This is an optimization exercise on Yosys and OpenROAD, whose aim is small area, not a production implementation.
Only simulation tests tie the RTL to the original design; equivalence was not proved.

quartz:
Design fpu_top, start of the top module:
module fpu_top(
    input clk,
    input [31:0] a,
    input [31:0] b,
    input [1:0] op,
    output [31:0] out
    );
For scale: ~2300 cells after synthesis, ~190 flip-flops, roughly 20000 um2 of cells after synthesis.
==> flow/config.mk <==
export PLATFORM = sky130hd
export DESIGN_NAME = fpu_top
export DESIGN_NICKNAME = fpu_top
export VERILOG_FILES = /design/flow/design.v
export SDC_FILE = /design/flow/constraint.sdc
export NUM_CORES = 4
export LEC_CHECK = 0
export CAP_MARGIN = 20
export CORE_MARGIN = 2
export CORE_UTILIZATION = 40
export SLEW_MARGIN = 20
export SYNTH_HIERARCHICAL = 1
export SYNTH_MINIMUM_KEEP_SIZE = 0
==> flow/constraint.sdc <==
create_clock -name core_clock -period 7.5 [get_ports {clk}]
set_input_delay 1.5000 -clock core_clock [delete_from_list [all_inputs] [get_ports {clk}]]
set_output_delay 1.5000 -clock core_clock [all_outputs]
set_load 0.01 [all_outputs]
standard.sh (not shown) runs the stock make flow with config.mk's settings and CLKGATE_MAP_FILE= SYNTH_SCRIPT=/design/flow/synth_recipe.tcl, a recipe that flattens the netlist after the stock synthesis.
==> flow/flow/run.sh <==
#!/bin/bash
# Standard ORFS layout with two changes:
#  - synthesis runs flow/synth.tcl: the standard flow's synthesis script, except that the
#    final ABC mapping of the modules outside the multiplier stage uses an
#    area-oriented ABC script (flow/area.abc);
#  - the input and output ports are buffered with sky130_fd_sc_hd__buf_1
#    instead of the delay buffer that buffer_ports picks by default.
# make's full output goes to flow.log (ORFS's per-step logs are in orfs/logs).
bash standard.sh SYNTH_SCRIPT=$PWD/flow/synth.tcl "BUFFER_PORTS_ARGS=-buffer_cell sky130_fd_sc_hd__buf_1" finish > flow.log 2>&1
==> flow/flow/area.abc <==
strash
dch
map -a
topo
stime -c
==> flow/flow/synth.tcl <==
# The standard flow's synthesis script (synth_recipe.tcl), with one change: the final ABC
# mapping of the modules outside the multiplier stage (fpu_compute) uses an
# area-oriented ABC script (area.abc, next to this file) instead of ORFS's
# speed script. Everything else, registers included, is as in synth_recipe.tcl.
proc synth {args} { yosys synth -nofsm -noshare {*}$args }
set my_area_abc [file join [file dirname [file normalize [info script]]] area.abc]
set my_speed_modules {fpu_cpa}
set my_area_modules {fpu_compute fpu_top fpu_unpack fpu_normalize fpu_fa fpu_ha}
proc abc {args} {
  set i [lsearch -exact $args -script]
  set area_args [lreplace $args [expr {$i + 1}] [expr {$i + 1}] $::my_area_abc]
  if {[llength $::my_speed_modules]} { yosys abc {*}$args {*}$::my_speed_modules }
  if {[llength $::my_area_modules]} { yosys abc {*}$area_args {*}$::my_area_modules }
}
# full and half adder cells are taken only from the adder modules
proc extract_fa {args} { yosys extract_fa {*}$args fpu_fa fpu_ha }
source $::env(SCRIPTS_DIR)/synth.tcl
# left out here: clear keep_hierarchy, flatten, clean up, hide names made inside functions, write 1_2_yosys.v
quartz: done, clean on timing, DRC and antenna
The following lists how delta was set up differently from quartz:
-- flow/flow/run.sh --
<<< quartz, line 7
#    instead of the delay buffer that buffer_ports picks by default.
# make's full output goes to flow.log (ORFS's per-step logs are in orfs/logs).
bash standard.sh SYNTH_SCRIPT=$PWD/flow/synth.tcl "BUFFER_PORTS_ARGS=-buffer_cell sky130_fd_sc_hd__buf_1" finish > flow.log 2>&1
>>> delta, line 7
#    instead of the delay buffer that buffer_ports picks by default.
# make's full output goes to flow.log (ORFS's per-step logs are in orfs/logs).
bash standard.sh SYNTH_SCRIPT=$PWD/flow/synth.tcl "BUFFER_PORTS_ARGS=-buffer_cell sky130_fd_sc_hd__buf_1" GPL_KEEP_OVERFLOW=0 finish > flow.log 2>&1
## What came out
Re number of global-route vias before repair: delta and quartz aren't equal, and the lower value belongs to delta.
Final-stage net count: delta lower than quartz
Between quartz and delta, the flow reports cell depth of the worst setup path decreasing by a few percent.
Comparing quartz with delta, the timing-limited maximum frequency came out essentially unchanged.
For setup slack, delta and quartz come out practically identical.
[inputs] juniper vs delta
Settings: an added CTS_CLUSTER_SIZE of 40; an added CTS_CLUSTER_DIAMETER of 200.
-- flow/flow/run.sh --
<<< delta, line 7
#    instead of the delay buffer that buffer_ports picks by default.
# make's full output goes to flow.log (ORFS's per-step logs are in orfs/logs).
bash standard.sh SYNTH_SCRIPT=$PWD/flow/synth.tcl "BUFFER_PORTS_ARGS=-buffer_cell sky130_fd_sc_hd__buf_1" GPL_KEEP_OVERFLOW=0 finish > flow.log 2>&1
>>> juniper, line 7
#    instead of the delay buffer that buffer_ports picks by default.
# make's full output goes to flow.log (ORFS's per-step logs are in orfs/logs).
bash standard.sh SYNTH_SCRIPT=$PWD/flow/synth.tcl "BUFFER_PORTS_ARGS=-buffer_cell sky130_fd_sc_hd__buf_1" finish > flow.log 2>&1
Notes after the runs:
juniper vs. delta: final net count higher, final weighted congestion in routability-driven placement climbed about 3%, number of antenna violations at the first check in global routing saw a decrease. Tightest hold margin (higher): juniper. Status: global-route wire length before repair parity (juniper, delta).
Modified inputs, amber compared to juniper
Settings: removing CTS_CLUSTER_SIZE (formerly 40); removing CTS_CLUSTER_DIAMETER (formerly 200).
-- flow/flow/synth.tcl --
<<< juniper, line 5
proc synth {args} { yosys synth -nofsm -noshare {*}$args }
set my_area_abc [file join [file dirname [file normalize [info script]]] area.abc]
set my_speed_modules {fpu_cpa}
set my_area_modules {fpu_compute fpu_top fpu_unpack fpu_normalize fpu_fa fpu_ha}
proc abc {args} {
  set i [lsearch -exact $args -script]
>>> amber, line 5
proc synth {args} { yosys synth -nofsm -noshare {*}$args }
set my_area_abc [file join [file dirname [file normalize [info script]]] area.abc]
set my_speed_modules {}
set my_area_modules {fpu_cpa fpu_compute fpu_top fpu_unpack fpu_normalize fpu_fa fpu_ha}
proc abc {args} {
  set i [lsearch -exact $args -script]
==> run summary <==
amber | stages: all done | timing, DRC, antenna: all pass. Delta (amber minus juniper): count of antenna-violating nets left after detailed routing held, post-synth design cell area went down, minimum clock period has decreased, wire length climbed 1200 um. Diff juniper..amber | sequential cell count | negligible. What amber reported for critical path depth in cells has to be multiplied by 0.68 to get the figure for juniper. As of amber, global-route wire length before repair had risen slightly compared to juniper. Per-cell via count in the routed design, amber vs juniper: down by a few percent.


Another version of the RTL of fpu_top (not shown whole).
For scale: roughly 2300 cells after synthesis, ~190 flip-flops, roughly 99 I/O pins.
clock: 7.5 ns
lec_check: 0
cap_margin: 20
core_margin: 2
core_utilization: 40
cts_buf_list: sky130_fd_sc_hd__clkbuf_4 sky130_fd_sc_hd__clkbuf_8
cts_cluster_size: 8
slew_margin: 20
synth_hierarchical: 1
synth_minimum_keep_size: 0
run.sh (not shown) runs the stock make flow with config.mk's settings and CLKGATE_MAP_FILE= SYNTH_SCRIPT=/design/flow/synth_recipe.tcl, a recipe that flattens the netlist after the stock synthesis.
Stock flow here: none of the scripts above is used.
The baseline went through all stages and came out clean.
Next try:
==> flow/flow/run.sh (new file) <==
#!/bin/bash
# Standard ORFS layout; the input and output ports are buffered with the
# smallest buffer (sky130_fd_sc_hd__buf_1) instead of the delay buffer that
# buffer_ports picks by default, and after global routing the cells off the
# critical paths are downsized (ORFS's RECOVER_POWER step).
# make's full output goes to flow.log.
bash standard.sh "BUFFER_PORTS_ARGS=-buffer_cell sky130_fd_sc_hd__buf_1" RECOVER_POWER=100 finish > flow.log 2>&1
==> flow/standard.sh (new file) <==
#!/bin/bash
# synth_recipe.tcl (not shown) runs the flow's synth.tcl, then flattens the netlist and writes it again
# the make line also repeats each setting of config.mk as NAME=value (left out here)
make -C /OpenROAD-flow-scripts/flow DESIGN_CONFIG=/design/flow/config.mk WORK_HOME=/design/flow/orfs CLKGATE_MAP_FILE= SYNTH_SCRIPT=/design/flow/synth_recipe.tcl "${@:-finish}"
CTS_BUF_LIST = default   (was sky130_fd_sc_hd__clkbuf_4 sky130_fd_sc_hd__clkbuf_8)
CTS_CLUSTER_SIZE = default   (was 8)
removed: flow/run.sh
What happened: This time the run finished but fails on capacitance limit, slew limit; hold slack is worse by 0.0095 ns; fmax drops slightly; wire length decreases slightly; cell area falls by a few percent; count of clock-buffer cells in the layout is unchanged; clock skew drops by 0.012 ns; non-clock buffer count is lower by 2.
Next try:
==> flow/run.sh (new file) <==
#!/bin/bash
# synth_recipe.tcl (not shown) runs the flow's synth.tcl, then flattens the netlist and writes it again
# the make line also repeats each setting of config.mk as NAME=value (left out here)
make -C /OpenROAD-flow-scripts/flow DESIGN_CONFIG=/design/flow/config.mk WORK_HOME=/design/flow/orfs CLKGATE_MAP_FILE= SYNTH_SCRIPT=/design/flow/synth_recipe.tcl finish
removed: flow/flow/run.sh
removed: flow/standard.sh
Outcome: This time the run ran to the end with no violations. Wire length is higher by 0.80%. Count of clock-buffer cells in the layout stays the same. Final cell count hardly moves. Die area does not change.
Next try:
CTS_BUF_LIST = sky130_fd_sc_hd__clkbuf_8   (was default)
The changed run finished with timing, DRC and antenna clean.
Utilization came out lower by 0.35 points.
Hold slack hardly moves.
Sequential share of layout area grows by 0.12 points.
First-iteration DRC count fell by 8.5%.
Final cell count stays the same.
Area after synthesis does not change.
Setup slack is about the same.
Maximum frequency barely changes.

## what the ideal ports hide
Ports are ideal in the flow. The routed layouts listed here were re-timed in OpenROAD. Step 1 sets driving cells, clkbuf_16 on the clock port and buf_2 on the other inputs (assumed; they add their load-dependent delay and slew). Step 2, shift: input delay + t, output delay - t, t = (earliest + latest rising clock arrival at the registers) / 2. This alone moves slack from input paths to output paths. a / b / c = ideal ports / drivers / drivers and shift; a / b = the first two.
run	shift t [ns]	setup WS [ns]	latest minus earliest clock arrival (ns)
quartz	0.512	0.304 / 0.304 / 0.304	0.016 / 0.015
delta	0.518	0.303 / 0.303 / 0.303	0.018 / 0.018
juniper	0.512	0.304 / 0.304 / 0.304	0.016 / 0.015
amber	0.506	0.422 / 0.422 / 0.422	0.020 / 0.020
the first run of note 2	0.542	0.377 / 0.377 / 0.377	0.027 / 0.026
the second run of note 2	0.499	0.296 / 0.296 / 0.296	0.016 / 0.016
the third run of note 2	0.492	0.376 / 0.376 / 0.376	0.019 / 0.018
the fourth run of note 2	0.542	0.377 / 0.377 / 0.377	0.027 / 0.026
